This is an optimization exercise on Yosys and OpenROAD, whose aim is small area and a short achievable clock period, not a production implementation.
No run shown here included a check of the RTL's function; only the layout flow was run.
Power is estimated from default activity; no workload was simulated.

==> design/flow/design.v <==
module adder_1bit ( 
    input  a,
    input  b,
    input  cin,
    output sum,
    output cout
);
    assign sum  = a ^ b ^ cin;
    assign cout = (a & b) | (b & cin) | (a & cin);
endmodule
module cim_mac_tree (
    input         clk,
    input         rst_n,
    input         mac_en,
    input  [7:0]  col_mux,
    input  [15:0] data_in,
    input  [7:0]  bank0,  bank1,  bank2,  bank3,
                  bank4,  bank5,  bank6,  bank7,
                  bank8,  bank9,  bank10, bank11,
                  bank12, bank13, bank14, bank15,
    output [11:0] sum
);
    wire [15:0] en  = data_in & {16{mac_en}};
    wire [7:0]  col = col_mux & {8{~mac_en}};
    wire g0_0 = ~((bank0[0] & en[0]) | (|(bank0 & col)));
    wire g0_1 = ~(bank0[1] & en[0]);
    wire g0_2 = ~(bank0[2] & en[0]);
    wire g0_3 = ~(bank0[3] & en[0]);
    wire g0_4 = ~(bank0[4] & en[0]);
    wire g0_5 = ~(bank0[5] & en[0]);
    wire g0_6 = ~(bank0[6] & en[0]);
    wire g0_7 = ~(bank0[7] & en[0]);
    wire g1_0 = ~((bank1[0] & en[1]) | (|(bank1 & col)));
    wire g1_1 = ~(bank1[1] & en[1]);
    wire g1_2 = ~(bank1[2] & en[1]);
    wire g1_3 = ~(bank1[3] & en[1]);
    wire g1_4 = ~(bank1[4] & en[1]);
    wire g1_5 = ~(bank1[5] & en[1]);
    wire g1_6 = ~(bank1[6] & en[1]);
    wire g1_7 = ~(bank1[7] & en[1]);
    wire g2_0 = ~((bank2[0] & en[2]) | (|(bank2 & col)));
    wire g2_1 = ~(bank2[1] & en[2]);
    wire g2_2 = ~(bank2[2] & en[2]);
    wire g2_3 = ~(bank2[3] & en[2]);
    wire g2_4 = ~(bank2[4] & en[2]);
    wire g2_5 = ~(bank2[5] & en[2]);
    wire g2_6 = ~(bank2[6] & en[2]);
    wire g2_7 = ~(bank2[7] & en[2]);
    wire g3_0 = ~((bank3[0] & en[3]) | (|(bank3 & col)));
    wire g3_1 = ~(bank3[1] & en[3]);
    wire g3_2 = ~(bank3[2] & en[3]);
    wire g3_3 = ~(bank3[3] & en[3]);
    wire g3_4 = ~(bank3[4] & en[3]);
    wire g3_5 = ~(bank3[5] & en[3]);
    wire g3_6 = ~(bank3[6] & en[3]);
    wire g3_7 = ~(bank3[7] & en[3]);
    wire g4_0 = ~((bank4[0] & en[4]) | (|(bank4 & col)));
    wire g4_1 = ~(bank4[1] & en[4]);
    wire g4_2 = ~(bank4[2] & en[4]);
    wire g4_3 = ~(bank4[3] & en[4]);
    wire g4_4 = ~(bank4[4] & en[4]);
    wire g4_5 = ~(bank4[5] & en[4]);
    wire g4_6 = ~(bank4[6] & en[4]);
    wire g4_7 = ~(bank4[7] & en[4]);
    wire g5_0 = ~((bank5[0] & en[5]) | (|(bank5 & col)));
    wire g5_1 = ~(bank5[1] & en[5]);
    wire g5_2 = ~(bank5[2] & en[5]);
    wire g5_3 = ~(bank5[3] & en[5]);
    wire g5_4 = ~(bank5[4] & en[5]);
    wire g5_5 = ~(bank5[5] & en[5]);
    wire g5_6 = ~(bank5[6] & en[5]);
    wire g5_7 = ~(bank5[7] & en[5]);
    wire g6_0 = ~((bank6[0] & en[6]) | (|(bank6 & col)));
    wire g6_1 = ~(bank6[1] & en[6]);
    wire g6_2 = ~(bank6[2] & en[6]);
    wire g6_3 = ~(bank6[3] & en[6]);
    wire g6_4 = ~(bank6[4] & en[6]);
    wire g6_5 = ~(bank6[5] & en[6]);
    wire g6_6 = ~(bank6[6] & en[6]);
    wire g6_7 = ~(bank6[7] & en[6]);
    wire g7_0 = ~((bank7[0] & en[7]) | (|(bank7 & col)));
    wire g7_1 = ~(bank7[1] & en[7]);
    wire g7_2 = ~(bank7[2] & en[7]);
    wire g7_3 = ~(bank7[3] & en[7]);
    wire g7_4 = ~(bank7[4] & en[7]);
    wire g7_5 = ~(bank7[5] & en[7]);
    wire g7_6 = ~(bank7[6] & en[7]);
    wire g7_7 = ~(bank7[7] & en[7]);
    wire g8_0 = ~((bank8[0] & en[8]) | (|(bank8 & col)));
    wire g8_1 = ~(bank8[1] & en[8]);
    wire g8_2 = ~(bank8[2] & en[8]);
    wire g8_3 = ~(bank8[3] & en[8]);
    wire g8_4 = ~(bank8[4] & en[8]);
    wire g8_5 = ~(bank8[5] & en[8]);
    wire g8_6 = ~(bank8[6] & en[8]);
    wire g8_7 = ~(bank8[7] & en[8]);
    wire g9_0 = ~((bank9[0] & en[9]) | (|(bank9 & col)));
    wire g9_1 = ~(bank9[1] & en[9]);
    wire g9_2 = ~(bank9[2] & en[9]);
    wire g9_3 = ~(bank9[3] & en[9]);
    wire g9_4 = ~(bank9[4] & en[9]);
    wire g9_5 = ~(bank9[5] & en[9]);
    wire g9_6 = ~(bank9[6] & en[9]);
    wire g9_7 = ~(bank9[7] & en[9]);
    wire g10_0 = ~((bank10[0] & en[10]) | (|(bank10 & col)));
    wire g10_1 = ~(bank10[1] & en[10]);
    wire g10_2 = ~(bank10[2] & en[10]);
    wire g10_3 = ~(bank10[3] & en[10]);
    wire g10_4 = ~(bank10[4] & en[10]);
    wire g10_5 = ~(bank10[5] & en[10]);
    wire g10_6 = ~(bank10[6] & en[10]);
    wire g10_7 = ~(bank10[7] & en[10]);
    wire g11_0 = ~((bank11[0] & en[11]) | (|(bank11 & col)));
    wire g11_1 = ~(bank11[1] & en[11]);
    wire g11_2 = ~(bank11[2] & en[11]);
    wire g11_3 = ~(bank11[3] & en[11]);
    wire g11_4 = ~(bank11[4] & en[11]);
    wire g11_5 = ~(bank11[5] & en[11]);
    wire g11_6 = ~(bank11[6] & en[11]);
    wire g11_7 = ~(bank11[7] & en[11]);
    wire g12_0 = ~((bank12[0] & en[12]) | (|(bank12 & col)));
    wire g12_1 = ~(bank12[1] & en[12]);
    wire g12_2 = ~(bank12[2] & en[12]);
    wire g12_3 = ~(bank12[3] & en[12]);
    wire g12_4 = ~(bank12[4] & en[12]);
    wire g12_5 = ~(bank12[5] & en[12]);
    wire g12_6 = ~(bank12[6] & en[12]);
    wire g12_7 = ~(bank12[7] & en[12]);
    wire g13_0 = ~((bank13[0] & en[13]) | (|(bank13 & col)));
    wire g13_1 = ~(bank13[1] & en[13]);
    wire g13_2 = ~(bank13[2] & en[13]);
    wire g13_3 = ~(bank13[3] & en[13]);
    wire g13_4 = ~(bank13[4] & en[13]);
    wire g13_5 = ~(bank13[5] & en[13]);
    wire g13_6 = ~(bank13[6] & en[13]);
    wire g13_7 = ~(bank13[7] & en[13]);
    wire g14_0 = ~((bank14[0] & en[14]) | (|(bank14 & col)));
    wire g14_1 = ~(bank14[1] & en[14]);
    wire g14_2 = ~(bank14[2] & en[14]);
    wire g14_3 = ~(bank14[3] & en[14]);
    wire g14_4 = ~(bank14[4] & en[14]);
    wire g14_5 = ~(bank14[5] & en[14]);
    wire g14_6 = ~(bank14[6] & en[14]);
    wire g14_7 = ~(bank14[7] & en[14]);
    wire g15_0 = ~((bank15[0] & en[15]) | (|(bank15 & col)));
    wire g15_1 = ~(bank15[1] & en[15]);
    wire g15_2 = ~(bank15[2] & en[15]);
    wire g15_3 = ~(bank15[3] & en[15]);
    wire g15_4 = ~(bank15[4] & en[15]);
    wire g15_5 = ~(bank15[5] & en[15]);
    wire g15_6 = ~(bank15[6] & en[15]);
    wire g15_7 = ~(bank15[7] & en[15]);
    wire s1, c2;
    wire s3, c4;
    wire s5, c6;
    wire s7, c8;
    wire s9, c10;
    wire s11, c12;
    wire s13, c14;
    wire s15, c16;
    wire s17, c18;
    wire s19, c20;
    wire s21, c22;
    wire s23, c24;
    wire s25, c26;
    wire s27, c28;
    wire s29, c30;
    wire s31, c32;
    wire s33, c34;
    wire s35, c36;
    wire s37, c38;
    wire s39, c40;
    wire s41, c42;
    wire s43, c44;
    wire s45, c46;
    wire s47, c48;
    wire s49, c50;
    wire s51, c52;
    wire s53, c54;
    wire s55, c56;
    wire s57, c58;
    wire s59, c60;
    wire s61, c62;
    wire s63, c64;
    wire s65, c66;
    wire s67, c68;
    wire s69, c70;
    wire s71, c72;
    wire s73, c74;
    wire s75, c76;
    wire s77, c78;
    wire s79, c80;
    wire s81, c82;
    wire s83, c84;
    wire s85, c86;
    wire s87, c88;
    wire s89, c90;
    wire s91, c92;
    wire s93, c94;
    wire s95, c96;
    wire s97, c98;
    wire s99, c100;
    wire s101, c102;
    wire s103, c104;
    wire s105, c106;
    wire s107, c108;
    wire s109, c110;
    wire s111, c112;
    wire s113, c114;
    wire s115, c116;
    wire s117, c118;
    wire s119, c120;
    wire s121, c122;
    wire s123, c124;
    wire s125, c126;
    wire s127, c128;
    wire s129, c130;
    wire s131, c132;
    wire s133, c134;
    wire s135, c136;
    wire s137, c138;
    wire s139, c140;
    wire s141, c142;
    wire s143, c144;
    wire s145, c146;
    wire s147, c148;
    wire s149, c150;
    wire s151, c152;
    wire s153, c154;
    wire s155, c156;
    wire s157, c158;
    wire s159, c160;
    wire s161, c162;
    wire s163, c164;
    wire s165, c166;
    wire s167, c168;
    wire s169, c170;
    wire s171, c172;
    wire s173, c174;
    wire s175, c176;
    wire s177, c178;
    wire s179, c180;
    wire s181, c182;
    wire s183, c184;
    wire s185, c186;
    wire s187, c188;
    wire s189, c190;
    wire s191, c192;
    wire s193, c194;
    wire s195, c196;
    wire s197, c198;
    wire s199, c200;
    wire s201, c202;
    wire s203, c204;
    wire s205, c206;
    wire s207, c208;
    wire s209, c210;
    wire s211, c212;
    wire s213, c214;
    wire s215, c216;
    wire s217, c218;
    wire s219, c220;
    adder_1bit u_s1 (.a(g0_0), .b(g1_0), .cin(g2_0), .sum(s1), .cout(c2));
    adder_1bit u_s3 (.a(g3_0), .b(g4_0), .cin(g5_0), .sum(s3), .cout(c4));
    adder_1bit u_s5 (.a(g6_0), .b(g7_0), .cin(g8_0), .sum(s5), .cout(c6));
    adder_1bit u_s7 (.a(g9_0), .b(g10_0), .cin(g11_0), .sum(s7), .cout(c8));
    adder_1bit u_s9 (.a(g12_0), .b(g13_0), .cin(g14_0), .sum(s9), .cout(c10));
    adder_1bit u_s11 (.a(g15_0), .b(s1), .cin(s3), .sum(s11), .cout(c12));
    adder_1bit u_s13 (.a(s5), .b(s7), .cin(s9), .sum(s13), .cout(c14));
    adder_1bit u_s15 (.a(g0_1), .b(g1_1), .cin(g2_1), .sum(s15), .cout(c16));
    adder_1bit u_s17 (.a(g3_1), .b(g4_1), .cin(g5_1), .sum(s17), .cout(c18));
    adder_1bit u_s19 (.a(g6_1), .b(g7_1), .cin(g8_1), .sum(s19), .cout(c20));
    adder_1bit u_s21 (.a(g9_1), .b(g10_1), .cin(g11_1), .sum(s21), .cout(c22));
    adder_1bit u_s23 (.a(g12_1), .b(g13_1), .cin(g14_1), .sum(s23), .cout(c24));
    adder_1bit u_s25 (.a(g15_1), .b(s15), .cin(s17), .sum(s25), .cout(c26));
    adder_1bit u_s27 (.a(s19), .b(s21), .cin(s23), .sum(s27), .cout(c28));
    adder_1bit u_s29 (.a(s25), .b(s27), .cin(c2), .sum(s29), .cout(c30));
    adder_1bit u_s31 (.a(c4), .b(c6), .cin(c8), .sum(s31), .cout(c32));
    adder_1bit u_s33 (.a(g0_2), .b(g1_2), .cin(g2_2), .sum(s33), .cout(c34));
    adder_1bit u_s35 (.a(g3_2), .b(g4_2), .cin(g5_2), .sum(s35), .cout(c36));
    adder_1bit u_s37 (.a(g6_2), .b(g7_2), .cin(g8_2), .sum(s37), .cout(c38));
    adder_1bit u_s39 (.a(g9_2), .b(g10_2), .cin(g11_2), .sum(s39), .cout(c40));
    adder_1bit u_s41 (.a(g12_2), .b(g13_2), .cin(g14_2), .sum(s41), .cout(c42));
    adder_1bit u_s43 (.a(g15_2), .b(c16), .cin(c18), .sum(s43), .cout(c44));
    adder_1bit u_s45 (.a(c20), .b(c22), .cin(c24), .sum(s45), .cout(c46));
    adder_1bit u_s47 (.a(s33), .b(s35), .cin(s37), .sum(s47), .cout(c48));
    adder_1bit u_s49 (.a(s39), .b(s41), .cin(c26), .sum(s49), .cout(c50));
    adder_1bit u_s51 (.a(c28), .b(s43), .cin(s45), .sum(s51), .cout(c52));
    adder_1bit u_s53 (.a(g0_3), .b(g1_3), .cin(g2_3), .sum(s53), .cout(c54));
    adder_1bit u_s55 (.a(g3_3), .b(g4_3), .cin(g5_3), .sum(s55), .cout(c56));
    adder_1bit u_s57 (.a(g6_3), .b(g7_3), .cin(g8_3), .sum(s57), .cout(c58));
    adder_1bit u_s59 (.a(g9_3), .b(g10_3), .cin(g11_3), .sum(s59), .cout(c60));
    adder_1bit u_s61 (.a(g12_3), .b(g13_3), .cin(g14_3), .sum(s61), .cout(c62));
    adder_1bit u_s63 (.a(g15_3), .b(c34), .cin(c36), .sum(s63), .cout(c64));
    adder_1bit u_s65 (.a(c38), .b(c40), .cin(c42), .sum(s65), .cout(c66));
    adder_1bit u_s67 (.a(s53), .b(s55), .cin(s57), .sum(s67), .cout(c68));
    adder_1bit u_s69 (.a(s59), .b(s61), .cin(c44), .sum(s69), .cout(c70));
    adder_1bit u_s71 (.a(c46), .b(c48), .cin(s63), .sum(s71), .cout(c72));
    adder_1bit u_s73 (.a(g0_4), .b(g1_4), .cin(g2_4), .sum(s73), .cout(c74));
    adder_1bit u_s75 (.a(g3_4), .b(g4_4), .cin(g5_4), .sum(s75), .cout(c76));
    adder_1bit u_s77 (.a(g6_4), .b(g7_4), .cin(g8_4), .sum(s77), .cout(c78));
    adder_1bit u_s79 (.a(g9_4), .b(g10_4), .cin(g11_4), .sum(s79), .cout(c80));
    adder_1bit u_s81 (.a(g12_4), .b(g13_4), .cin(g14_4), .sum(s81), .cout(c82));
    adder_1bit u_s83 (.a(g15_4), .b(c54), .cin(c56), .sum(s83), .cout(c84));
    adder_1bit u_s85 (.a(c58), .b(c60), .cin(c62), .sum(s85), .cout(c86));
    adder_1bit u_s87 (.a(s73), .b(s75), .cin(s77), .sum(s87), .cout(c88));
    adder_1bit u_s89 (.a(s79), .b(s81), .cin(c64), .sum(s89), .cout(c90));
    adder_1bit u_s91 (.a(c66), .b(c68), .cin(s83), .sum(s91), .cout(c92));
    adder_1bit u_s93 (.a(g0_5), .b(g1_5), .cin(g2_5), .sum(s93), .cout(c94));
    adder_1bit u_s95 (.a(g3_5), .b(g4_5), .cin(g5_5), .sum(s95), .cout(c96));
    adder_1bit u_s97 (.a(g6_5), .b(g7_5), .cin(g8_5), .sum(s97), .cout(c98));
    adder_1bit u_s99 (.a(g9_5), .b(g10_5), .cin(g11_5), .sum(s99), .cout(c100));
    adder_1bit u_s101 (.a(g12_5), .b(g13_5), .cin(g14_5), .sum(s101), .cout(c102));
    adder_1bit u_s103 (.a(g15_5), .b(c74), .cin(c76), .sum(s103), .cout(c104));
    adder_1bit u_s105 (.a(c78), .b(c80), .cin(c82), .sum(s105), .cout(c106));
    adder_1bit u_s107 (.a(s93), .b(s95), .cin(s97), .sum(s107), .cout(c108));
    adder_1bit u_s109 (.a(s99), .b(s101), .cin(c84), .sum(s109), .cout(c110));
    adder_1bit u_s111 (.a(c86), .b(c88), .cin(s103), .sum(s111), .cout(c112));
    adder_1bit u_s113 (.a(g0_6), .b(g1_6), .cin(g2_6), .sum(s113), .cout(c114));
    adder_1bit u_s115 (.a(g3_6), .b(g4_6), .cin(g5_6), .sum(s115), .cout(c116));
    adder_1bit u_s117 (.a(g6_6), .b(g7_6), .cin(g8_6), .sum(s117), .cout(c118));
    adder_1bit u_s119 (.a(g9_6), .b(g10_6), .cin(g11_6), .sum(s119), .cout(c120));
    adder_1bit u_s121 (.a(g12_6), .b(g13_6), .cin(g14_6), .sum(s121), .cout(c122));
    adder_1bit u_s123 (.a(g15_6), .b(c94), .cin(c96), .sum(s123), .cout(c124));
    adder_1bit u_s125 (.a(c98), .b(c100), .cin(c102), .sum(s125), .cout(c126));
    adder_1bit u_s127 (.a(s113), .b(s115), .cin(s117), .sum(s127), .cout(c128));
    adder_1bit u_s129 (.a(s119), .b(s121), .cin(c104), .sum(s129), .cout(c130));
    adder_1bit u_s131 (.a(c106), .b(c108), .cin(s123), .sum(s131), .cout(c132));
    adder_1bit u_s133 (.a(g0_7), .b(g1_7), .cin(g2_7), .sum(s133), .cout(c134));
    adder_1bit u_s135 (.a(g3_7), .b(g4_7), .cin(g5_7), .sum(s135), .cout(c136));
    adder_1bit u_s137 (.a(g6_7), .b(g7_7), .cin(g8_7), .sum(s137), .cout(c138));
    adder_1bit u_s139 (.a(g9_7), .b(g10_7), .cin(g11_7), .sum(s139), .cout(c140));
    adder_1bit u_s141 (.a(g12_7), .b(g13_7), .cin(g14_7), .sum(s141), .cout(c142));
    adder_1bit u_s143 (.a(g15_7), .b(c114), .cin(c116), .sum(s143), .cout(c144));
    adder_1bit u_s145 (.a(c118), .b(c120), .cin(c122), .sum(s145), .cout(c146));
    adder_1bit u_s147 (.a(s133), .b(s135), .cin(s137), .sum(s147), .cout(c148));
    adder_1bit u_s149 (.a(s139), .b(s141), .cin(c124), .sum(s149), .cout(c150));
    adder_1bit u_s151 (.a(c126), .b(c128), .cin(s143), .sum(s151), .cout(c152));
    adder_1bit u_s153 (.a(c134), .b(c136), .cin(c138), .sum(s153), .cout(c154));
    adder_1bit u_s155 (.a(c140), .b(c142), .cin(c144), .sum(s155), .cout(c156));
    adder_1bit u_s157 (.a(c146), .b(c148), .cin(s153), .sum(s157), .cout(c158));
    reg  [48:0] r1;
    wire [48:0] d1 = {c158, c156, c154, s157, s155, c152, c150, s151, s149, c132, c130, s147, s145, s131, s129, c112, c110, s127, s125, s111, s109, c92, c90, s107, s105, s91, s89, c72, c70, s87, s85, s71, s69, c52, c50, s67, s65, c32, c30, s51, s49, s47, s31, s29, c14, c12, c10, s13, s11};
    assign s159 = ~(r1[2] ^ r1[3]);
    assign c160 = r1[2] | r1[3];
    adder_1bit u_s161 (.a(r1[7]), .b(r1[8]), .cin(r1[9]), .sum(s161), .cout(c162));
    adder_1bit u_s163 (.a(r1[12]), .b(r1[13]), .cin(r1[14]), .sum(s163), .cout(c164));
    assign s165 = ~(r1[15] ^ r1[16]);
    assign c166 = r1[15] | r1[16];
    adder_1bit u_s167 (.a(r1[18]), .b(r1[19]), .cin(r1[20]), .sum(s167), .cout(c168));
    adder_1bit u_s169 (.a(r1[21]), .b(r1[22]), .cin(r1[23]), .sum(s169), .cout(c170));
    adder_1bit u_s171 (.a(r1[24]), .b(r1[25]), .cin(r1[26]), .sum(s171), .cout(c172));
    adder_1bit u_s173 (.a(r1[27]), .b(r1[28]), .cin(r1[29]), .sum(s173), .cout(c174));
    adder_1bit u_s175 (.a(r1[30]), .b(r1[31]), .cin(r1[32]), .sum(s175), .cout(c176));
    adder_1bit u_s177 (.a(r1[33]), .b(r1[34]), .cin(r1[35]), .sum(s177), .cout(c178));
    adder_1bit u_s179 (.a(r1[36]), .b(r1[37]), .cin(r1[38]), .sum(s179), .cout(c180));
    adder_1bit u_s181 (.a(r1[39]), .b(r1[40]), .cin(r1[41]), .sum(s181), .cout(c182));
    adder_1bit u_s183 (.a(r1[42]), .b(r1[43]), .cin(r1[44]), .sum(s183), .cout(c184));
    assign s185 = ~(r1[4] ^ r1[5]);
    assign c186 = r1[4] | r1[5];
    adder_1bit u_s187 (.a(r1[10]), .b(r1[11]), .cin(c160), .sum(s187), .cout(c188));
    adder_1bit u_s189 (.a(r1[17]), .b(c162), .cin(s163), .sum(s189), .cout(c190));
    adder_1bit u_s191 (.a(c164), .b(c166), .cin(s167), .sum(s191), .cout(c192));
    adder_1bit u_s193 (.a(c168), .b(c170), .cin(s171), .sum(s193), .cout(c194));
    adder_1bit u_s195 (.a(c172), .b(c174), .cin(s175), .sum(s195), .cout(c196));
    adder_1bit u_s197 (.a(c176), .b(c178), .cin(s179), .sum(s197), .cout(c198));
    adder_1bit u_s199 (.a(r1[45]), .b(c180), .cin(c182), .sum(s199), .cout(c200));
    adder_1bit u_s201 (.a(r1[46]), .b(r1[47]), .cin(r1[48]), .sum(s201), .cout(c202));
    assign s203 = ~(r1[6] ^ s159);
    assign c204 = r1[6] | s159;
    adder_1bit u_s205 (.a(s161), .b(c186), .cin(s187), .sum(s205), .cout(c206));
    adder_1bit u_s207 (.a(s165), .b(c188), .cin(s189), .sum(s207), .cout(c208));
    adder_1bit u_s209 (.a(s169), .b(c190), .cin(s191), .sum(s209), .cout(c210));
    adder_1bit u_s211 (.a(s173), .b(c192), .cin(s193), .sum(s211), .cout(c212));
    adder_1bit u_s213 (.a(s177), .b(c194), .cin(s195), .sum(s213), .cout(c214));
    adder_1bit u_s215 (.a(s181), .b(c196), .cin(s197), .sum(s215), .cout(c216));
    adder_1bit u_s217 (.a(s183), .b(c198), .cin(s199), .sum(s217), .cout(c218));
    adder_1bit u_s219 (.a(c184), .b(s201), .cin(c200), .sum(s219), .cout(c220));
    wire [11:0] rowA = {1'b1, c202, c218, c216, c214, c212, c210, c208, c206, c204, s185, r1[0]};
    wire [11:0] rowB = {1'b1, c220, s219, s217, s215, s213, s211, s209, s207, s205, s203, r1[1]};
    wire [11:0] tot = ~(rowA + rowB + 12'd1);
    reg  [11:0] s2;
    wire [11:0] s2sum = s2;
    reg first, valid;
    always @(posedge clk or negedge rst_n) begin
        if (!rst_n) begin
            first <= 1'b1;
            valid <= 1'b0;
        end else begin
            first <= 1'b0;
            valid <= ~first;
        end
    end
    always @(posedge clk) begin
        r1 <= d1;
        s2 <= tot;
    end
    assign sum = s2sum & {12{valid}};
endmodule
==> design/flow/flow/run.sh <==
#!/bin/bash
# The standard layout (the standard.sh, unchanged synthesis), with the
# port buffers made of the smallest buffer instead of the default choice.
set -o pipefail
export BUFFER_PORTS_ARGS="-buffer_cell sky130_fd_sc_hd__buf_1"
bash standard.sh finish > standard_flow.log 2>&1
==> design/flow/standard.sh <==
#!/bin/bash
# synth_recipe.tcl (not shown) runs the flow's synth.tcl, then flattens the netlist and writes it again
# the make line also repeats each setting of config.mk as NAME=value (left out here)
make -C /OpenROAD-flow-scripts/flow DESIGN_CONFIG=/design/flow/config.mk WORK_HOME=/design/flow/orfs CLKGATE_MAP_FILE= SYNTH_SCRIPT=/design/flow/synth_recipe.tcl "${@:-finish}"
==> design/flow/config.mk <==
export PLATFORM = sky130hd
export DESIGN_NAME = cim_mac_tree
export DESIGN_NICKNAME = cim_mac_tree
export VERILOG_FILES = /design/flow/design.v
export SDC_FILE = /design/flow/constraint.sdc
export NUM_CORES = 4
export LEC_CHECK = 0
export CAP_MARGIN = 20
export CORE_MARGIN = 2
export CORE_UTILIZATION = 60
export CTS_BUF_LIST = sky130_fd_sc_hd__clkbuf_4 sky130_fd_sc_hd__clkbuf_8
export SETUP_SLACK_MARGIN = 4.5
export SLEW_MARGIN = 20
export SYNTH_HIERARCHICAL = 1
==> design/flow/constraint.sdc <==
create_clock -name core_clock -period 8.0 [get_ports {clk}]
set_input_delay 1.6000 -clock core_clock [delete_from_list [all_inputs] [get_ports {clk}]]
set_output_delay 1.6000 -clock core_clock [all_outputs]
set_load 0.01 [all_outputs]
==> impl_table.tex, run 1 <==
\begin{tabular}{lr}
\hline
Metric & Value \\
\hline
\multicolumn{2}{l}{\textbf{Final layout}} \\
Post-route cell area & 6590 µm² \\
Antenna diode count & 0 \\
Area occupied by multi-input gates & 4190 µm² \\
Fraction of layout instances using a drive strength above 1 & 13.1\% \\
Final-stage net count & 960 \\
Synth-to-Final Area Change & 18.4\% \\
Util after Layout & 72.4\% \\
Filler cell count in the final layout & 644 \\
Area used by sequential logic in the layout & 1270 µm² \\
Highest-count cells in the layout ignoring fill and taps & buf\_1 (165), nand2\_1 (112), fa\_1 (88) \\
Most common library cell in the layout ignoring fill and taps & buf\_1 \\
\multicolumn{2}{l}{\textbf{Status}} \\
Result of the run & complete, no violations \\
\multicolumn{2}{l}{\textbf{Detailed routing}} \\
Number of remaining DRC errors & 0 \\
Detail-routed via count per cell & 6.16 \\
Post-detailed-route wirelength per cell & 24.3 µm \\
Antenna Violating Nets Remaining & 0 \\
1st-pass router iterations & 7 \\
Routed wire length & 19.4 mm \\
Total vias in the final route & 4921 \\
Violation count after the first detailed-routing iteration & 419 \\
\multicolumn{2}{l}{\textbf{Placement}} \\
Dpl ws & 3.44 ns \\
Gp weighted congestion & 1.05 \\
Port Buf Inserts & 166 \\
HPWL after detailed placement & 16.2 mm \\
Area post-placement & 6260 µm² \\
\multicolumn{2}{l}{\textbf{STA}} \\
Min cycle time layout & 3.47 ns \\
Setup WS post-layout & 4.53 ns \\
Fin. max-slew vios & 0 \\
Setup violations, final & 0 \\
Count of final hold-check violations & 0 \\
Peak clock frequency supported by timing & 0.288 GHz \\
Setup repair after global routing missed its margin & yes \\
Fin crit share & 43.3\% \\
Hold Slack & 0.441 ns \\
Worst clock skew on the final layout & 0.0176 ns \\
Fin Setup TNS & 0 ns \\
\multicolumn{2}{l}{\textbf{Critical path}} \\
Critical Path, Cell by Cell & buf\_6 -> and2\_2 -> nand2\_1 -> fa\_1 -> fa\_1 -> fa\_1 \\
CP arrival & 3.67 ns \\
Highest-delay cell along the critical path & fa\_1 \\
Worst Setup End Kind & flip-flop \\
Crit path largest cell delay & 0.57 ns \\
Crit Path Category & input port to flip-flop \\
Number of buffer and inverter stages on the critical path & 1 \\
Top fanout value on the critical path & 24 \\
CP delay by family, top & adder cells \\
Cell mode on critical path & fa\_1 \\
Required time of the critical path & 8.21 ns \\
Critical path launch point type & input port \\
\multicolumn{2}{l}{\textbf{Logic synthesis}} \\
Flop and latch count out of synthesis & 63 \\
Post-synth cell types & 41 \\
Netlist Area Pre-Place & 5570 µm² \\
Post-Synthesis Net Count & 813 \\
Yosys synthesis warning count & 7 \\
Sequential cell area fraction in the yosys report & 22.8\% \\
Per-instance average area after synthesis & 10.4 µm² \\
Post-Syn Instances & 536 \\
\multicolumn{2}{l}{\textbf{Power}} \\
Sequential Power Share & 20.4\% \\
Pint & 1.23 mW \\
P\_sw & 1.04 mW \\
Portion of total power attributed to the clock network & 15.7\% \\
Combinational group share of total power & 63.9\% \\
Maximum vdd ir drop & 0.000360 V \\
Net switching share of the total power & 45.8\% \\
Static leakage & 2.19 nW \\
Power per cell area & 343 nW/µm² \\
\multicolumn{2}{l}{\textbf{CTS}} \\
Count of hold buffers inserted by post-cts repair & 0 \\
Number of H-tree levels & 3 \\
Root Driver & clkbuf\_8 \\
Number of buffers on the longest clock path & 2 \\
Buffers inserted by post-CTS timing repair & 0 \\
TritonCTS clock tree & built \\
Worst-path clk slew & 0.08 ns \\
Clock sink count & 63 \\
CTS Buf Count & 9 \\
Later-pin clock latency in the skew report & 0.36 ns \\
\multicolumn{2}{l}{\textbf{Floorplanning}} \\
DIE HEIGHT & 100 µm \\
Number of core rows & 35 \\
Width of the die & 100 µm \\
I/O Pins & 167 \\
Area of the core & 9110 µm² \\
Die Area & 10100 µm² \\
Effective utilization at floorplan & 61.1\% \\
\multicolumn{2}{l}{\textbf{Global route}} \\
Pin count of the biggest net entering global routing & 25 \\
Remaining global-route overflow & 0 \\
Wire length of the first global-routing pass & 29.4 mm \\
Overall routing resource usage & 40.4\% \\
Antenna violations before repair & 0 \\
Via count of the first global-routing pass & 5577 \\
\multicolumn{2}{l}{\textbf{Worst hold path}} \\
Hold WC Path Type & flip-flop to flip-flop \\
\multicolumn{2}{l}{\textbf{Job}} \\
Max-Cap Viols & 0 \\
\hline
\end{tabular}
==> cell usage after synthesis, drive strengths merged <==
cell / instances / area, µm²
a22oi: 32 / 240
o21bai: 1 / 7.51
a222oi: 2 / 20.0
and2: 28 / 175
a22o: 14 / 123
and2b: 1 / 7.51
buf: 19 / 126
o311a: 1 / 10.0
inv: 19 / 71.3
a21o: 2 / 15.0
dfxtp: 61 / 1220
a21boi: 2 / 15.0
o221ai: 1 / 8.76
nor2: 6 / 22.5
dfrtp: 1 / 25.0
conb: 1 / 3.75
nand3b: 2 / 15.0
nand2: 120 / 450
xor2: 5 / 43.8
and4: 2 / 17.5
xnor2: 1 / 8.76
a21oi: 6 / 33.8
nor3: 2 / 10.0
a211oi: 14 / 165
nor2b: 8 / 50.1
clkbuf: 16 / 60.1
ha: 15 / 188
o211ai: 3 / 27.5
dfstp: 1 / 26.3
a31oi: 4 / 25.0
fa: 107 / 2140
nand3: 17 / 85.1
nand2b: 3 / 18.8
a2111oi: 1 / 15.0
mux2i: 1 / 10.0
o21ai: 17 / 85.1
==> cell families after synthesis <==
group,after synthesis,share of synthesized area (%)
other cells,1,0.0673
buf+inv,54,4.63
xor+xnor,6,0.944
fa+ha+maj,122,41.8
simple gates,189,15.3
flops,63,22.8
mux,1,0.180
compound gates,100,14.2
==> final timing paths <==
path / from / endpoint / slack (ns) / depth (start not counted)
worst max-delay path: mac_en / r1[9] / 4.53 / 6
worst min-delay path: first / valid / 0.44 / 1
worst max register to register: r1[24] / s2[9] / 4.69 / 9
worst min register to register: first / valid / 0.44 / 1
max in group asynchronous: rst_n / first / 6.78 / 1
min in group asynchronous: rst_n / valid / 1.01 / 1
==> through the flow <==
step | std cells | power (mW)
final | 799 | 2.26
after global routing | 799 | 2.40
after CTS | 799 | 2.22
after detailed placement | 783 | 1.83
after global placement | 783 | 1.72
after floorplan | 536 | 1.48
==> per-module statistics from Yosys (local to each module, per instance) <==
module | cells inside | copies in the design | flops+latches
adder_1bit | 1 | 106 | 0
cim_mac_tree | 430 | 1 | 63
==> layout make-up <==
type	count	area share, %
inverters	19	1.08
repair buffers	171	10.1
clock buffers	9	1.88
well taps	111	2.11
multi-input cells	419	63.6
clock inverters	7	1.90
flip-flops and latches	63	19.3
==> routing by layer <==
metal / share of wire [%] / global-route usage (%) / vias to the layer above
met1: 34 / 44.5 / 2386
met2: 51 / 72.3 / 378
met4: 5.4 / 21.5 / 0
met3: 9.5 / 9.19 / 78
li1: - / - / 2079
met5: 0 / 0 / -
==> power by group through the flow <==
stage          combinational [mW]  sequential, mW  clock (mW)
2_1_floorplan                1.03           0.451           0
3_3_place_gp                 1.26           0.463           0
3_5_place_dp                 1.37           0.467           0
4_1_cts                      1.40           0.461       0.358
5_1_grt                      1.57           0.467       0.368
6_report                     1.45           0.462       0.356
==> repair_timing <==
| action | 4_1_cts | 5_1_grt |
|---|---|---|
| resized for setup | 21 | 13 |
| pin swaps | 0 | 0 |
| cloned | 0 | 0 |
| hold endpoints to repair | 0 | 0 |
| endpoints found under the setup margin | 47 | 11 |
==> sequential cells by signal, indices dropped and copies added, names as in the netlist <==
signal,flops
s2,12
valid,1
r1,49
first,1
==> inputs of run 2 (changes only) <==
--- a/design/flow/design.v
+++ b/design/flow/design.v
@@ -379,7 +379,10 @@
     wire [11:0] rowA = {1'b1, c202, c218, c216, c214, c212, c210, c208, c206, c204, s185, r1[0]};
     wire [11:0] rowB = {1'b1, c220, s219, s217, s215, s213, s211, s209, s207, s205, s203, r1[1]};
-    wire [11:0] tot = ~(rowA + rowB + 12'd1);
-    reg  [11:0] s2;
-    wire [11:0] s2sum = s2;
+    wire [11:0] xa = ~rowA, xb = ~rowB;
+    wire [6:0] lo = xa[5:0] + xb[5:0];
+    wire [5:0] hi = xa[11:6] + xb[11:6];
+    wire [12:0] tot = {hi, lo};
+    reg  [12:0] s2;    
+    wire [11:0] s2sum = {s2[12:7] + s2[6], s2[5:0]};
     reg first, valid;
     always @(posedge clk or negedge rst_n) begin
--- a/design/flow/config.mk
+++ b/design/flow/config.mk
@@ -8,7 +8,7 @@
 export CAP_MARGIN = 20
 export CORE_MARGIN = 2
-export CORE_UTILIZATION = 60
+export CORE_UTILIZATION = 50
 export CTS_BUF_LIST = sky130_fd_sc_hd__clkbuf_4 sky130_fd_sc_hd__clkbuf_8
-export SETUP_SLACK_MARGIN = 4.5
+export SETUP_SLACK_MARGIN = 4.6
 export SLEW_MARGIN = 20
 export SYNTH_HIERARCHICAL = 1
==> run 2 against run 1 <==
Compared with the run above: worst setup slack better by 0.042 ns; register-to-register slack improved by 0.23 ns; cell area rose by 4.6%; first-iteration DRC count grew 4.3%; largest cell class unchanged; highest routed layer unchanged.
==> impl_table.tex, run 2 <==
\begin{tabular}{lr}
\hline
Metric & Value \\
\hline
\multicolumn{2}{l}{\textbf{Floorplanning}} \\
Effective utilization at floorplan & 51.2\% \\
Area of the core & 10800 µm² \\
Width of the die & 109 µm \\
Die Area & 11900 µm² \\
Number of core rows & 38 \\
I/O Pins & 167 \\
DIE HEIGHT & 109 µm \\
\multicolumn{2}{l}{\textbf{Logic synthesis}} \\
Largest cells by area after synthesis & fa\_1 (39\%), dfxtp\_1 (22\%), nand2\_1 (8.4\%) \\
Simple-gate share of the synthesized area & 12.4\% \\
Asr flop ratio synth & 3.13\% \\
Count leader, synth & nand2\_1 \\
Fraction of synthesized cell area taken by the top area cell type & 39.1\% \\
Share of cell area taken by muxes after synthesis & 0\% \\
Adder-cell share of the synthesized area & 43.0\% \\
Post-Synthesis Net Count & 818 \\
Count of flip-flops with a built-in enable after synthesis & 0 \\
Cell type contributing the most total cell area after synthesis & fa\_1 \\
Post-synth cell types & 34 \\
Per-instance average area after synthesis & 10.3 µm² \\
Post-Syn Instances & 538 \\
Post-synth top flop & dfxtp\_1 \\
Xor and xnor area share after synthesis & 1.43\% \\
Sequential cell area fraction in the yosys report & 23.4\% \\
List of most frequent post-synthesis cells & nand2\_1 (123), fa\_1 (108), dfxtp\_1 (62) \\
Netlist Area Pre-Place & 5530 µm² \\
Yosys synthesis warning count & 7 \\
Fraction of the mapped netlist area in compound gates & 14.7\% \\
Flop and latch count out of synthesis & 64 \\
Largest family of logic cells by synthesized area & adder cells \\
\multicolumn{2}{l}{\textbf{STA}} \\
Worst clock skew on the final layout & 0.00918 ns \\
Min cycle time layout & 3.43 ns \\
Relative slew slack & 56.8\% \\
Fin crit share & 42.8\% \\
Count of final hold-check violations & 0 \\
Fin Setup TNS & 0 ns \\
Setup violations, final & 0 \\
Fin. max-slew vios & 0 \\
Peak clock frequency supported by timing & 0.292 GHz \\
Setup repair after global routing missed its margin & yes \\
Tightest Pin Transition & 0.647 ns \\
\multicolumn{2}{l}{\textbf{Final layout}} \\
Reg with most FFs & r1 \\
Synth-to-Final Area Change & 24.8\% \\
Registers with the highest flip-flop counts & r1 x49, s2 x13 \\
Highest-count cells in the layout ignoring fill and taps & buf\_1 (156), nand2\_1 (109), fa\_1 (70) \\
Final-stage net count & 978 \\
Fraction of layout instances using a drive strength above 1 & 17.1\% \\
Flip-flop count of the largest register, all copies and words added & 49 \\
Antenna diode count & 0 \\
Filler cell count in the final layout & 927 \\
Most common library cell in the layout ignoring fill and taps & buf\_1 \\
\multicolumn{2}{l}{\textbf{CTS}} \\
CTS Buf Count & 9 \\
Count of hold buffers inserted by post-cts repair & 0 \\
Later-pin clock latency in the skew report & 0.35 ns \\
Number of buffers on the longest clock path & 2 \\
TritonCTS clock tree & built \\
Number of H-tree levels & 3 \\
Root Driver & clkbuf\_8 \\
Clock sink count & 64 \\
Worst-path clk slew & 0.08 ns \\
\multicolumn{2}{l}{\textbf{Critical path}} \\
Critical path launch point type & input port \\
Number of buffer and inverter stages on the critical path & 1 \\
Critical Path, Cell by Cell & buf\_6 -> a222oi\_1 -> a31oi\_1 -> a21oi\_2 -> fa\_1 -> fa\_1 \\
Highest-delay cell along the critical path & a222oi\_1 \\
Reg2reg setup slack & 4.92 ns \\
Crit path largest cell delay & 0.62 ns \\
Crit Path Category & input port to flip-flop \\
Top fanout value on the critical path & 16 \\
CP delay by family, top & compound AO/OA/AOI/OAI gates \\
CP arrival & 3.65 ns \\
Required time of the critical path & 8.23 ns \\
Cell mode on critical path & fa\_1 \\
Worst Setup End Kind & flip-flop \\
\multicolumn{2}{l}{\textbf{Detailed routing}} \\
Detail-routed via count per cell & 5.84 \\
Total vias in the final route & 4923 \\
Violation count after the first detailed-routing iteration & 437 \\
Routed wire length & 20.3 mm \\
Number of remaining DRC errors & 0 \\
Post-detailed-route wirelength per cell & 24.1 µm \\
1st-pass router iterations & 5 \\
Antenna Violating Nets Remaining & 0 \\
\multicolumn{2}{l}{\textbf{Global route}} \\
Remaining global-route overflow & 0 \\
Antenna violations before repair & 0 \\
Via count of the first global-routing pass & 5299 \\
Pin count of the biggest net entering global routing & 20 \\
Wire length of the first global-routing pass & 29.1 mm \\
Overall routing resource usage & 35.1\% \\
\multicolumn{2}{l}{\textbf{Power}} \\
Power per cell area & 271 nW/µm² \\
Total power draw & 1.87 mW \\
Static leakage & 2.48 nW \\
Maximum vdd ir drop & 0.000476 V \\
\multicolumn{2}{l}{\textbf{Status}} \\
Result of the run & complete, no violations \\
\multicolumn{2}{l}{\textbf{Placement}} \\
Gp weighted congestion & 1.07 \\
HPWL after detailed placement & 16.6 mm \\
Port Buf Inserts & 166 \\
\multicolumn{2}{l}{\textbf{Worst hold path}} \\
Hold WC Path Type & flip-flop to flip-flop \\
\multicolumn{2}{l}{\textbf{Job}} \\
Max-Cap Viols & 0 \\
\hline
\end{tabular}
[run 2: metrics by stage]
| stage | std cells | worst slack, ns | hold WS, ns | cell area (µm²) | util (%) |
|---|---|---|---|---|---|
| final | 843 | 4.57 | 0.425 | 6900 | 63.9 |
| after global routing | 843 | 4.58 | 0.434 | 6900 | 63.9 |
| after CTS | 834 | 4.60 | 0.429 | 6720 | 62.3 |
| after detailed placement | 810 | 3.69 | 0.416 | 6300 | 58.4 |
| after global placement | 810 | 3.74 | 0.412 | 6300 | 58.4 |
| after floorplan | 538 | 4.35 | 0.405 | 5720 | - |
[run 2: final cells by class]
class                   count  area, µm²  area share [%]
clock inverters             7        103            1.49
multi-input cells         408       4170            60.4
inverters                  31        116            1.69
clock buffers               9        124            1.80
well taps                 140        175            2.54
repair buffers            184        921            13.3
flip-flops and latches     64       1290            18.7
[run 2: final timing paths]
check / start / cells after the start / endpoint
hold / removal: first / 1 / valid
min in group asynchronous: rst_n / 1 / valid
setup reg to reg: r1[24] / 9 / s2[11]
max in group asynchronous: rst_n / 1 / first
hold reg to reg: first / 1 / valid
setup / recovery: col_mux[4] / 6 / r1[0]
[run 2: repair_timing]
action,4_1_cts,5_1_grt
gates cloned,2,2
pin swaps,8,11
setup endpoints to repair,46,10
setup buffers,6,7
resized for setup,70,20
[run 2: cells by family (layout without fill, tap and decap cells)]
| logic type | Yosys count | in the layout |
|---|---|---|
| AND/OR/NAND/NOR | 160 | 160 |
| adder cells (fa/ha/maj) | 125 | 125 |
| AO/OA/AOI/OAI | 113 | 113 |
| buffers and inverters | 66 | 231 |
| flip-flops | 64 | 64 |
| XOR/XNOR | 9 | 9 |
| other | 1 | 1 |
[run 2: per-module statistics from Yosys (local to each module, per instance)]
module	flops+latches	cell area (µm²)	cells
adder_1bit	0	20.0	1
cim_mac_tree	64	3410	432
[run 2: routing by layer]
layer  up-vias  global-route usage [%]  wire length, µm  share of wire, %
met4         0                    18.2             1150               5.7
met1      2374                    42.2             7570                37
met2       358                    59.8             9730                48
met3        75                    6.46             1850               9.1
li1       2116                       -                -                 -
met5         -                       0                0                 0
[run 2: report_power, final]
group          leakage, nW  internal [mW]  switching (mW)  total (mW)
logic                 1.83          0.500           0.583        1.08
registers            0.539          0.422          0.0444       0.466
clock network        0.110          0.178           0.138       0.317
==> inputs of run 3 (changes only) <==
--- a/design/flow/design.v
+++ b/design/flow/design.v
@@ -19,5 +19,5 @@
                   bank8,  bank9,  bank10, bank11,
                   bank12, bank13, bank14, bank15,
-    output [11:0] sum
+    output reg [11:0] sum
 );
     wire [15:0] en  = data_in & {16{mac_en}};
@@ -379,24 +379,14 @@
     wire [11:0] rowA = {1'b1, c202, c218, c216, c214, c212, c210, c208, c206, c204, s185, r1[0]};
     wire [11:0] rowB = {1'b1, c220, s219, s217, s215, s213, s211, s209, s207, s205, s203, r1[1]};
-    wire [11:0] xa = ~rowA, xb = ~rowB;
-    wire [6:0] lo = xa[5:0] + xb[5:0];
-    wire [5:0] hi = xa[11:6] + xb[11:6];
-    wire [12:0] tot = {hi, lo};
-    reg  [12:0] s2;    
-    wire [11:0] s2sum = {s2[12:7] + s2[6], s2[5:0]};
-    reg first, valid;
+    wire [11:0] tot = ~(rowA + rowB + 12'd1);
+    reg first;
     always @(posedge clk or negedge rst_n) begin
-        if (!rst_n) begin
-            first <= 1'b1;
-            valid <= 1'b0;
-        end else begin
-            first <= 1'b0;
-            valid <= ~first;
-        end
+        if (!rst_n) first <= 1'b1;
+        else        first <= 1'b0;
     end
-    always @(posedge clk) begin
-        r1 <= d1;
-        s2 <= tot;
+    always @(posedge clk) r1 <= d1;
+    always @(posedge clk or negedge rst_n) begin
+        if (!rst_n) sum <= 12'd0;
+        else        sum <= first ? 12'd0 : tot;
     end
-    assign sum = s2sum & {12{valid}};
 endmodule
--- a/design/flow/config.mk
+++ b/design/flow/config.mk
@@ -8,7 +8,7 @@
 export CAP_MARGIN = 20
 export CORE_MARGIN = 2
-export CORE_UTILIZATION = 50
+export CORE_UTILIZATION = 60
 export CTS_BUF_LIST = sky130_fd_sc_hd__clkbuf_4 sky130_fd_sc_hd__clkbuf_8
-export SETUP_SLACK_MARGIN = 4.6
+export SETUP_SLACK_MARGIN = 4.5
 export SLEW_MARGIN = 20
 export SYNTH_HIERARCHICAL = 1
==> run 3 against run 2 <==
Compared with the run above: first-iteration DRC count grew 9.8%; total power grew 18%; via count shrank 1.3%; sequential power shrank 6.2%; die area shrank 19%; global-route usage grew 5.4 points; cell count shrank 9.7%; non-clock buffer count shrank 16; routed wire length shrank 4.9%; worst hold slack gained 0.20 ns; maximum frequency shrank 4.0%; critical path depth grew 3; critical endpoint is now sum[10]; highest routed layer unchanged.
==> impl_table.tex, run 3 <==
\begin{tabular}{lr}
\hline
Metric & Value \\
\hline
\multicolumn{2}{l}{\textbf{Logic synthesis}} \\
Netlist Area Pre-Place & 5360 µm² \\
Count leader, synth & nand2\_1 \\
Yosys synthesis warning count & 7 \\
Asr flop ratio synth & 21.0\% \\
Cell type contributing the most total cell area after synthesis & fa\_1 \\
Per-instance average area after synthesis & 10.6 µm² \\
Post-Synthesis Net Count & 780 \\
Count of flip-flops with a built-in enable after synthesis & 0 \\
Largest cells by area after synthesis & fa\_1 (40\%), dfxtp\_1 (18\%), nand2\_1 (8.1\%) \\
Post-synth top flop & dfxtp\_1 \\
Post-synth cell types & 37 \\
Post-Syn Instances & 503 \\
List of most frequent post-synthesis cells & nand2\_1 (115), fa\_1 (107), dfxtp\_1 (49) \\
Flop and latch count out of synthesis & 62 \\
Fraction of synthesized cell area taken by the top area cell type & 40.0\% \\
Sequential cell area fraction in the yosys report & 24.4\% \\
\multicolumn{2}{l}{\textbf{Placement}} \\
Cells after DPL & 744 \\
Gp weighted congestion & 1.06 \\
Port Buf Inserts & 166 \\
HPWL after detailed placement & 15.8 mm \\
Area post-placement & 6080 µm² \\
\multicolumn{2}{l}{\textbf{STA}} \\
Relative slew slack & 57.4\% \\
Fin crit share & 44.6\% \\
Setup violations, final & 0 \\
Tightest Pin Transition & 0.639 ns \\
Min cycle time layout & 3.57 ns \\
Fin Setup TNS & 0 ns \\
Worst clock skew on the final layout & 0.00841 ns \\
Count of final hold-check violations & 0 \\
Fin. max-slew vios & 0 \\
Peak clock frequency supported by timing & 0.280 GHz \\
Setup repair after global routing missed its margin & yes \\
\multicolumn{2}{l}{\textbf{Critical path}} \\
Required time of the critical path & 8.23 ns \\
Critical path launch point type & flip-flop \\
Crit Path Category & flip-flop to flip-flop \\
CP arrival & 3.80 ns \\
Top fanout value on the critical path & 5 \\
Launching element of the worst setup path & r1[24] \\
Worst Setup End Kind & flip-flop \\
Start of the worst register-to-register path & r1[24] \\
\multicolumn{2}{l}{\textbf{Global route}} \\
Remaining global-route overflow & 0 \\
Overall routing resource usage & 40.4\% \\
Via count of the first global-routing pass & 5413 \\
Antenna violations before repair & 1 \\
Wire length of the first global-routing pass & 29.0 mm \\
Pin count of the biggest net entering global routing & 25 \\
\multicolumn{2}{l}{\textbf{Final layout}} \\
Registers with the highest flip-flop counts & r1 x49, sum x12, first x1 \\
Post-route cell area & 6400 µm² \\
Most common library cell in the layout ignoring fill and taps & buf\_1 \\
Fraction of layout instances using a drive strength above 1 & 12.3\% \\
Highest-count cells in the layout ignoring fill and taps & buf\_1 (165), nand2\_1 (107), fa\_1 (88) \\
Filler cell count in the final layout & 616 \\
Antenna diode count & 0 \\
Flip-flop count of the largest register, all copies and words added & 49 \\
Layout Cells excl Fill & 761 \\
Final-stage net count & 925 \\
Synth-to-Final Area Change & 19.4\% \\
Util after Layout & 73.7\% \\
Reg with most FFs & r1 \\
\multicolumn{2}{l}{\textbf{Power}} \\
Total power draw & 2.21 mW \\
Maximum vdd ir drop & 0.000391 V \\
Static leakage & 2.17 nW \\
Power per cell area & 346 nW/µm² \\
\multicolumn{2}{l}{\textbf{Worst hold path}} \\
Hold WC Path Type & flip-flop to flip-flop \\
Hold path startpoint & first \\
\multicolumn{2}{l}{\textbf{Floorplanning}} \\
Width of the die & 98.5 µm \\
DIE HEIGHT & 98.5 µm \\
I/O Pins & 167 \\
Die Area & 9700 µm² \\
Area of the core & 8680 µm² \\
Effective utilization at floorplan & 61.7\% \\
Number of core rows & 34 \\
\multicolumn{2}{l}{\textbf{Status}} \\
Result of the run & complete, no violations \\
\multicolumn{2}{l}{\textbf{Detailed routing}} \\
Detail-routed via count per cell & 6.39 \\
1st-pass router iterations & 7 \\
Post-detailed-route wirelength per cell & 25.4 µm \\
Antenna Violating Nets Remaining & 0 \\
Violation count after the first detailed-routing iteration & 480 \\
Routed wire length & 19.3 mm \\
Total vias in the final route & 4860 \\
Number of remaining DRC errors & 0 \\
\multicolumn{2}{l}{\textbf{CTS}} \\
Count of hold buffers inserted by post-cts repair & 0 \\
Later-pin clock latency in the skew report & 0.34 ns \\
Root Driver & clkbuf\_8 \\
Number of buffers on the longest clock path & 2 \\
Clock sink count & 62 \\
CTS Buf Count & 9 \\
Worst-path clk slew & 0.07 ns \\
TritonCTS clock tree & built \\
Number of H-tree levels & 3 \\
\multicolumn{2}{l}{\textbf{Job}} \\
Max-Cap Viols & 0 \\
\hline
\end{tabular}
run 3: changes by cell type after synthesis, sizes merged, moves of 14 or more:
cell | before | now
a22oi | 52 | 6
a21oi | 20 | 5
buf | 24 | 9
a221oi | 0 | 14
a22o | 0 | 16
and3 | 0 | 14
clkbuf | 11 | 25
o21ai | 4 | 18
inv | 31 | 17
run 3: modules after synthesis, one instance, submodules excluded:
module	times used	cell area, µm²	flip-flops and latches	cells inside
cim_mac_tree	1	3230	62	397
adder_1bit	106	20.0	0	1
run 3: worst max-delay path: stages, from the launching register on:
cell	delay [ns]
dfxtp_1	0.32
fa_1	0.56
fa_1	0.43
fa_1	0.55
ha_2	0.35
and3_1	0.25
a221oi_4	0.34
o21ai_2	0.14
a31oi_2	0.16
mux2_2	0.35
run 3: cell type report:
cell class | count | area (µm²) | area share (%)
Multi-Input combinational cell | 390 | 4060 | 63.5
Sequential cell | 62 | 1310 | 20.4
Timing Repair Buffer | 168 | 654 | 10.2
Tap cell | 108 | 135 | 2.11
Clock buffer | 9 | 124 | 1.94
Inverter | 17 | 63.8 | 0.998
Clock inverter | 7 | 48.8 | 0.763
run 3: cells by family after synthesis:
logic type / Yosys count / synth area share (%)
AND/OR/NAND/NOR: 172 / 14.2
adder cells (fa/ha/maj): 122 / 43.5
AO/OA/AOI/OAI: 87 / 12.5
flip-flops: 62 / 24.4
buffers and inverters: 51 / 3.81
XOR/XNOR: 6 / 0.981
multiplexers: 2 / 0.491
other: 1 / 0.0700
run 3: final timing paths:
check / depth (start not counted) / to / slack (ns)
max in group asynchronous: 1 / sum[11] / 6.34
max: 9 / sum[10] / 4.43
min in group asynchronous: 1 / sum[0] / 1.25
min: 1 / sum[8] / 0.62
min reg2reg: 1 / sum[8] / 0.62
max reg2reg: 9 / sum[10] / 4.43
run 3: layer usage:
| metal | up-vias | share of wire [%] | GRT usage, % | wire length (µm) |
|---|---|---|---|---|
| met5 | - | 0 | 0 | 0 |
| met4 | 0 | 6.4 | 22.0 | 1240 |
| met3 | 111 | 9.4 | 8.09 | 1820 |
| met2 | 443 | 50 | 70.0 | 9610 |
| met1 | 2324 | 34 | 47.5 | 6630 |
| li1 | 1982 | - | - | - |
run 3: through the flow:
stage          hold WS, ns  setup WS, ns
2_1_floorplan        0.559          4.39
3_3_place_gp         0.572          3.23
6_report             0.624          4.43
5_1_grt              0.650          4.36
4_1_cts              0.609          4.51
3_5_place_dp         0.598          3.21
run 3: timing repair:
item | 4_1_cts | 5_1_grt
endpoints found under the setup margin | 51 | 10
pin swaps | 2 | 6
buffers inserted | 0 | 1
gates resized for setup | 41 | 8
run 3: power by group:
part / total [mW] / internal, mW / switching, mW
sequential: 0.437 / 0.397 / 0.0392
combinational: 1.53 / 0.671 / 0.862
clock: 0.242 / 0.113 / 0.129
total: 2.21 / 1.18 / 1.03
==> inputs of run 4 (changes only) <==
--- a/design/flow/config.mk
+++ b/design/flow/config.mk
@@ -10,5 +10,5 @@
 export CORE_UTILIZATION = 60
 export CTS_BUF_LIST = sky130_fd_sc_hd__clkbuf_4 sky130_fd_sc_hd__clkbuf_8
-export SETUP_SLACK_MARGIN = 4.5
+export SETUP_SLACK_MARGIN = 4.8
 export SLEW_MARGIN = 20
 export SYNTH_HIERARCHICAL = 1
==> run 4 against run 3 <==
Compared with the run above: utilization increased by 11 points; global-route usage is 3.3 points higher; area after synthesis unchanged; largest cell class unchanged; maximum frequency rose by 3.2%; largest power group unchanged; count of clock-buffer cells in the layout up 2; clock skew is 0.0018 ns higher; die area is the same.
==> impl_table.tex, run 4 <==
\begin{tabular}{lr}
\hline
Metric & Value \\
\hline
\multicolumn{2}{l}{\textbf{Critical path}} \\
Worst Setup End Kind & flip-flop \\
Cell mode on critical path & fa\_1 \\
Number of buffer and inverter stages on the critical path & 0 \\
CP arrival & 3.69 ns \\
CP delay by family, top & adder cells \\
Top fanout value on the critical path & 5 \\
Critical Path, Cell by Cell & fa\_1 -> fa\_1 -> fa\_1 -> ha\_4 -> and3\_1 -> a221oi\_4 -> o21ai\_2 -> a31oi\_1 -> mux2\_2 \\
Crit Path Category & flip-flop to flip-flop \\
Crit path largest cell delay & 0.60 ns \\
Critical path launch point type & flip-flop \\
Highest-delay cell along the critical path & fa\_1 \\
Required time of the critical path & 8.24 ns \\
\multicolumn{2}{l}{\textbf{Detailed routing}} \\
Routed wire length & 22.1 mm \\
1st-pass router iterations & 9 \\
Detail-routed via count per cell & 6.58 \\
Post-detailed-route wirelength per cell & 27.6 µm \\
Total vias in the final route & 5255 \\
Violation count after the first detailed-routing iteration & 551 \\
Number of remaining DRC errors & 0 \\
Antenna Violating Nets Remaining & 0 \\
\multicolumn{2}{l}{\textbf{Logic synthesis}} \\
Yosys synthesis warning count & 7 \\
Post-synth top flop & dfxtp\_1 \\
Per-instance average area after synthesis & 10.6 µm² \\
Cell type contributing the most total cell area after synthesis & fa\_1 \\
Count of flip-flops with a built-in enable after synthesis & 0 \\
Sequential cell area fraction in the yosys report & 24.4\% \\
Flop and latch count out of synthesis & 62 \\
Fraction of synthesized cell area taken by the top area cell type & 40.0\% \\
Asr flop ratio synth & 21.0\% \\
Post-synth cell types & 37 \\
Netlist Area Pre-Place & 5360 µm² \\
List of most frequent post-synthesis cells & nand2\_1 (115), fa\_1 (107), dfxtp\_1 (49) \\
Post-Syn Instances & 503 \\
Post-Synthesis Net Count & 780 \\
Largest cells by area after synthesis & fa\_1 (40\%), dfxtp\_1 (18\%), nand2\_1 (8.1\%) \\
Count leader, synth & nand2\_1 \\
\multicolumn{2}{l}{\textbf{CTS}} \\
Root Driver & clkbuf\_8 \\
CTS Buf Count & 9 \\
Number of H-tree levels & 3 \\
Later-pin clock latency in the skew report & 0.35 ns \\
Number of buffers on the longest clock path & 2 \\
Worst-path clk slew & 0.08 ns \\
Clock sink count & 62 \\
Count of hold buffers inserted by post-cts repair & 0 \\
TritonCTS clock tree & built \\
\multicolumn{2}{l}{\textbf{Floorplanning}} \\
I/O Pins & 167 \\
Width of the die & 98.5 µm \\
Effective utilization at floorplan & 61.7\% \\
Area of the core & 8680 µm² \\
Number of core rows & 34 \\
DIE HEIGHT & 98.5 µm \\
Die Area & 9700 µm² \\
\multicolumn{2}{l}{\textbf{Power}} \\
Maximum vdd ir drop & 0.000354 V \\
Total power draw & 2.68 mW \\
Power per cell area & 364 nW/µm² \\
Static leakage & 2.63 nW \\
\multicolumn{2}{l}{\textbf{STA}} \\
Setup repair after global routing missed its margin & yes \\
Fin Setup TNS & 0 ns \\
Tightest Pin Transition & 0.690 ns \\
Relative slew slack & 54.0\% \\
Count of final hold-check violations & 0 \\
Fin crit share & 43.2\% \\
Peak clock frequency supported by timing & 0.289 GHz \\
Setup violations, final & 0 \\
Min cycle time layout & 3.46 ns \\
Worst clock skew on the final layout & 0.0102 ns \\
Fin. max-slew vios & 0 \\
\multicolumn{2}{l}{\textbf{Job}} \\
Max-Cap Viols & 0 \\
\multicolumn{2}{l}{\textbf{Global route}} \\
Remaining global-route overflow & 0 \\
Wire length of the first global-routing pass & 31.0 mm \\
Pin count of the biggest net entering global routing & 17 \\
Overall routing resource usage & 43.8\% \\
Antenna violations before repair & 0 \\
Via count of the first global-routing pass & 5601 \\
\multicolumn{2}{l}{\textbf{Final layout}} \\
Antenna diode count & 0 \\
Final-stage net count & 963 \\
Filler cell count in the final layout & 447 \\
Highest-count cells in the layout ignoring fill and taps & buf\_1 (163), nand2\_1 (78), fa\_2 (58) \\
Synth-to-Final Area Change & 37.4\% \\
Flip-flop count of the largest register, all copies and words added & 49 \\
Registers with the highest flip-flop counts & r1 x49, sum x12, first x1 \\
Area used by sequential logic in the layout & 1310 µm² \\
Util after Layout & 84.8\% \\
Fraction of layout instances using a drive strength above 1 & 30.4\% \\
Area occupied by multi-input gates & 4470 µm² \\
Most common library cell in the layout ignoring fill and taps & buf\_1 \\
Reg with most FFs & r1 \\
\multicolumn{2}{l}{\textbf{Placement}} \\
Port Buf Inserts & 166 \\
Gp weighted congestion & 1.10 \\
HPWL after detailed placement & 16.3 mm \\
\multicolumn{2}{l}{\textbf{Status}} \\
Result of the run & complete, no violations \\
\multicolumn{2}{l}{\textbf{Worst hold path}} \\
Hold WC Path Type & flip-flop to flip-flop \\
\hline
\end{tabular}
## run 4: cell counts after synthesis
No cell type changed its count.
## run 4: power breakdown
| group | internal, mW | switching (mW) | total [mW] |
|---|---|---|---|
| combinational | 0.908 | 1.02 | 1.93 |
| sequential | 0.398 | 0.0429 | 0.441 |
| clock | 0.164 | 0.139 | 0.302 |
| total | 1.47 | 1.21 | 2.68 |
## run 4: worst paths after layout
path / start / end / slack, ns / cells past startpoint
worst max-delay path: r1[24] / sum[10] / 4.54 / 9
worst min-delay path: first / sum[8] / 0.64 / 1
worst max register to register: r1[24] / sum[10] / 4.54 / 9
worst min register to register: first / sum[8] / 0.64 / 1
max in group asynchronous: rst_n / sum[4] / 6.29 / 1
min in group asynchronous: rst_n / sum[7] / 1.26 / 1
## run 4: what timing repair did
| action | CTS | global route |
|---|---|---|
| setup buffers | 30 | 5 |
| cloned | 4 | 1 |
| resized for setup | 97 | 38 |
| pin swaps | 51 | 40 |
| setup endpoints to repair | 53 | 26 |
## run 4: layout make-up
| type | instances | share of cell area, % |
|---|---|---|
| tap | 108 | 1.84 |
| inverter | 17 | 0.867 |
| clock inverter | 5 | 0.867 |
| clock buffer | 11 | 2.06 |
| multi-input combinational | 391 | 60.7 |
| timing repair buffer | 205 | 15.8 |
| sequential | 62 | 17.8 |
## run 4: stage by stage
step	instances	setup slack (ns)	area, µm²	hold slack [ns]
floorplan	503	4.39	5780	0.559
global placement	743	3.23	6210	0.577
detailed placement	743	3.25	6220	0.591
CTS	793	4.59	7150	0.609
global route	799	4.49	7360	0.666
finish	799	4.54	7360	0.640
## run 4: logic make-up after synthesis
kind of cell	share of synthesized area (%)
muxes	0.491
adders and majority gates	43.5
other	0.0700
and+or+nand+nor	14.2
DFF	24.4
AOI/OAI and AO/OA	12.5
buffers and inverters	3.81
xor gates and xnor gates	0.981
## run 4: routing by layer
| layer | share of wire [%] | routed length (µm) | track usage, % | up-vias |
|---|---|---|---|---|
| li1 | - | - | - | 2062 |
| met4 | 7.4 | 1630 | 22.4 | 0 |
| met2 | 49 | 10700 | 74.5 | 532 |
| met5 | 0 | 0 | 0 | - |
| met3 | 12 | 2650 | 12.3 | 162 |
| met1 | 32 | 7060 | 50.7 | 2499 |
## run 4: per-module statistics from Yosys (local to each module, per instance)
module	flops+latches	copies in the design	cells inside	area [µm²]
cim_mac_tree	62	1	397	3230
adder_1bit	0	106	1	20.0
==> inputs of run 5 (changes only) <==
--- a/design/flow/config.mk
+++ b/design/flow/config.mk
@@ -8,7 +8,6 @@
 export CAP_MARGIN = 20
 export CORE_MARGIN = 2
-export CORE_UTILIZATION = 60
-export CTS_BUF_LIST = sky130_fd_sc_hd__clkbuf_4 sky130_fd_sc_hd__clkbuf_8
-export SETUP_SLACK_MARGIN = 4.8
+export CORE_UTILIZATION = 40
+export SETUP_SLACK_MARGIN = 4.5
 export SLEW_MARGIN = 20
 export SYNTH_HIERARCHICAL = 1
==> run 5 against run 4 <==
Compared with the run above: critical path type is now input port to flip-flop; count of clock-buffer cells in the layout did not move; register-to-register slack got worse by 0.02 ns; worst hold slack got worse by 0.046 ns; die area rose by 48%; via count fell by 11%; still clean; combinational power fell by 27%; largest power group unchanged; critical endpoint is now r1[5]; clock power rose by 27%.
==> impl_table.tex, run 5 <==
\begin{tabular}{lr}
\hline
Metric & Value \\
\hline
\multicolumn{2}{l}{\textbf{Detailed routing}} \\
Number of remaining DRC errors & 0 \\
Antenna Violating Nets Remaining & 0 \\
Detail-routed via count per cell & 5.43 \\
Detailed route wirelength on metal3 & 1.20 mm \\
Top Metal Used & met4 \\
Violation count after the first detailed-routing iteration & 300 \\
\multicolumn{2}{l}{\textbf{Final layout}} \\
Highest-count cells in the layout ignoring fill and taps & buf\_1 (165), nand2\_1 (106), fa\_1 (83) \\
Antenna diode count & 0 \\
Area occupied by multi-input gates & 4130 µm² \\
Synth-to-Final Area Change & 32.5\% \\
Area used by sequential logic in the layout & 1310 µm² \\
Most common library cell in the layout ignoring fill and taps & buf\_1 \\
Registers with the highest flip-flop counts & r1 x49, sum x12, first x1 \\
Fraction of layout instances using a drive strength above 1 & 18.0\% \\
\multicolumn{2}{l}{\textbf{Floorplanning}} \\
Number of core rows & 42 \\
I/O Pins & 167 \\
Effective utilization at floorplan & 40.8\% \\
Width of the die & 120 µm \\
\multicolumn{2}{l}{\textbf{Global route}} \\
Pin count of the biggest net entering global routing & 17 \\
Via count of the first global-routing pass & 5198 \\
\multicolumn{2}{l}{\textbf{Logic synthesis}} \\
Count of flip-flops with a built-in enable after synthesis & 0 \\
Flop and latch count out of synthesis & 62 \\
Netlist Area Pre-Place & 5360 µm² \\
Post-synth top flop & dfxtp\_1 \\
Sequential cell area fraction in the yosys report & 24.4\% \\
Post-Synthesis Net Count & 780 \\
Cell type contributing the most total cell area after synthesis & fa\_1 \\
Largest cells by area after synthesis & fa\_1 (40\%), dfxtp\_1 (18\%), nand2\_1 (8.1\%) \\
Count leader, synth & nand2\_1 \\
\multicolumn{2}{l}{\textbf{Critical path}} \\
Start of the worst register-to-register path & r1[24] \\
Critical path launch point type & input port \\
Worst Setup End Kind & flip-flop \\
CP delay by family, top & adder cells \\
Crit path largest cell delay & 0.63 ns \\
Launching element of the worst setup path & mac\_en \\
Critical Path, Cell by Cell & buf\_12 -> buf\_16 -> and2\_4 -> nand2\_4 -> fa\_1 -> fa\_2 -> fa\_1 \\
FF-to-FF path depth & 9 \\
\multicolumn{2}{l}{\textbf{STA}} \\
Peak clock frequency supported by timing & 0.286 GHz \\
Tightest Pin Transition & 0.653 ns \\
Count of final hold-check violations & 0 \\
Fin Setup TNS & 0 ns \\
\multicolumn{2}{l}{\textbf{CTS}} \\
Root Driver & clkbuf\_16 \\
Number of H-tree levels & 3 \\
Worst-path clk slew & 0.06 ns \\
\multicolumn{2}{l}{\textbf{Power}} \\
Net switching share of the total power & 41.2\% \\
Maximum vdd ir drop & 0.000181 V \\
\multicolumn{2}{l}{\textbf{Worst hold path}} \\
Hold Path Depth & 1 \\
\multicolumn{2}{l}{\textbf{Status}} \\
Result of the run & complete, no violations \\
\multicolumn{2}{l}{\textbf{Job}} \\
Max-Cap Viols & 0 \\
\hline
\end{tabular}
run 5: cell counts after synthesis:
No cell type changed its count.
run 5: worst register-to-register path, cell delays in order, from the launching register on:
cell and delay, ns:
dfxtp_1 0.31, fa_1 0.55, fa_1 0.43, fa_1 0.50, ha_2 0.32, and3_1 0.23, a221oi_4 0.32, o21ai_1 0.16
a31oi_1 0.21, mux2_2 0.35
run 5: what timing repair did:
| item | in CTS | in global routing |
|---|---|---|
| buffers inserted | 22 | 7 |
| cloned | 4 | 0 |
| setup endpoints to repair | 38 | 11 |
| pin swaps | 17 | 19 |
| resized for setup | 56 | 11 |
run 5: routing by layer:
layer	up-vias	GRT usage, %
met2	263	51.8
met4	0	9.04
met1	2328	35.9
li1	2050	-
met5	-	0
met3	47	3.66
run 5: kinds of logic (layout without fill, tap and decap cells):
group           count (synthesis)  after routing  synth area share [%]
flops                          62             62                  24.4
fa+ha+maj                     122            122                  43.5
other cells                     1              1                0.0700
compound gates                 87             87                  12.5
buf+inv                        51            234                  3.81
xor+xnor                        6              6                 0.981
mux                             2              2                 0.491
simple gates                  172            173                  14.2
run 5: power by group through the flow:
stage / clock network (mW) / registers (mW) / logic, mW
after floorplan: 0 / 0.440 / 0.932
after CTS: 0.393 / 0.433 / 1.40
after detailed placement: 0 / 0.439 / 1.25
final: 0.384 / 0.432 / 1.40
after global placement: 0 / 0.441 / 1.21
after global routing: 0.406 / 0.439 / 1.57
run 5: final cells by class:
| cell class | instances | area share (%) |
|---|---|---|
| multi-input combinational | 391 | 58.3 |
| sequential | 62 | 18.4 |
| timing repair buffer | 201 | 15.0 |
| clock buffer | 11 | 3.42 |
| tap | 176 | 3.10 |
| inverter | 17 | 0.900 |
| clock inverter | 5 | 0.829 |
run 5: worst paths after layout:
kind,to,slack (ns)
max,r1[5],4.50
min,sum[8],0.59
max reg2reg,sum[10],4.52
min reg2reg,sum[8],0.59
max in group asynchronous,sum[3],6.31
min in group asynchronous,sum[5],1.27
run 5: stage by stage:
step / std cells / util [%] / setup slack (ns) / total power, mW / hold slack [ns]
global route: 863 / 54.0 / 4.43 / 2.41 / 0.620
finish: 863 / 54.0 / 4.50 / 2.22 / 0.594
detailed placement: 814 / 47.0 / 3.49 / 1.69 / 0.588
CTS: 856 / 53.1 / 4.50 / 2.22 / 0.601
floorplan: 503 / - / 4.39 / 1.37 / 0.559
global placement: 814 / 47.0 / 3.50 / 1.65 / 0.582
run 5: Yosys stat by module (local to each module, per instance):
module | flip-flops and latches | area (µm²) | cells
cim_mac_tree | 62 | 3230 | 397
adder_1bit | 0 | 20.0 | 1

Re-timed with assumed drivers on the ports (clkbuf_16 on the clock, buf_2 on other inputs), run 5 has 4.471 ns of setup slack against 4.500 ns with ideal ports, and 4.113 ns once port delays also move by the mid clock arrival of 0.358 ns.
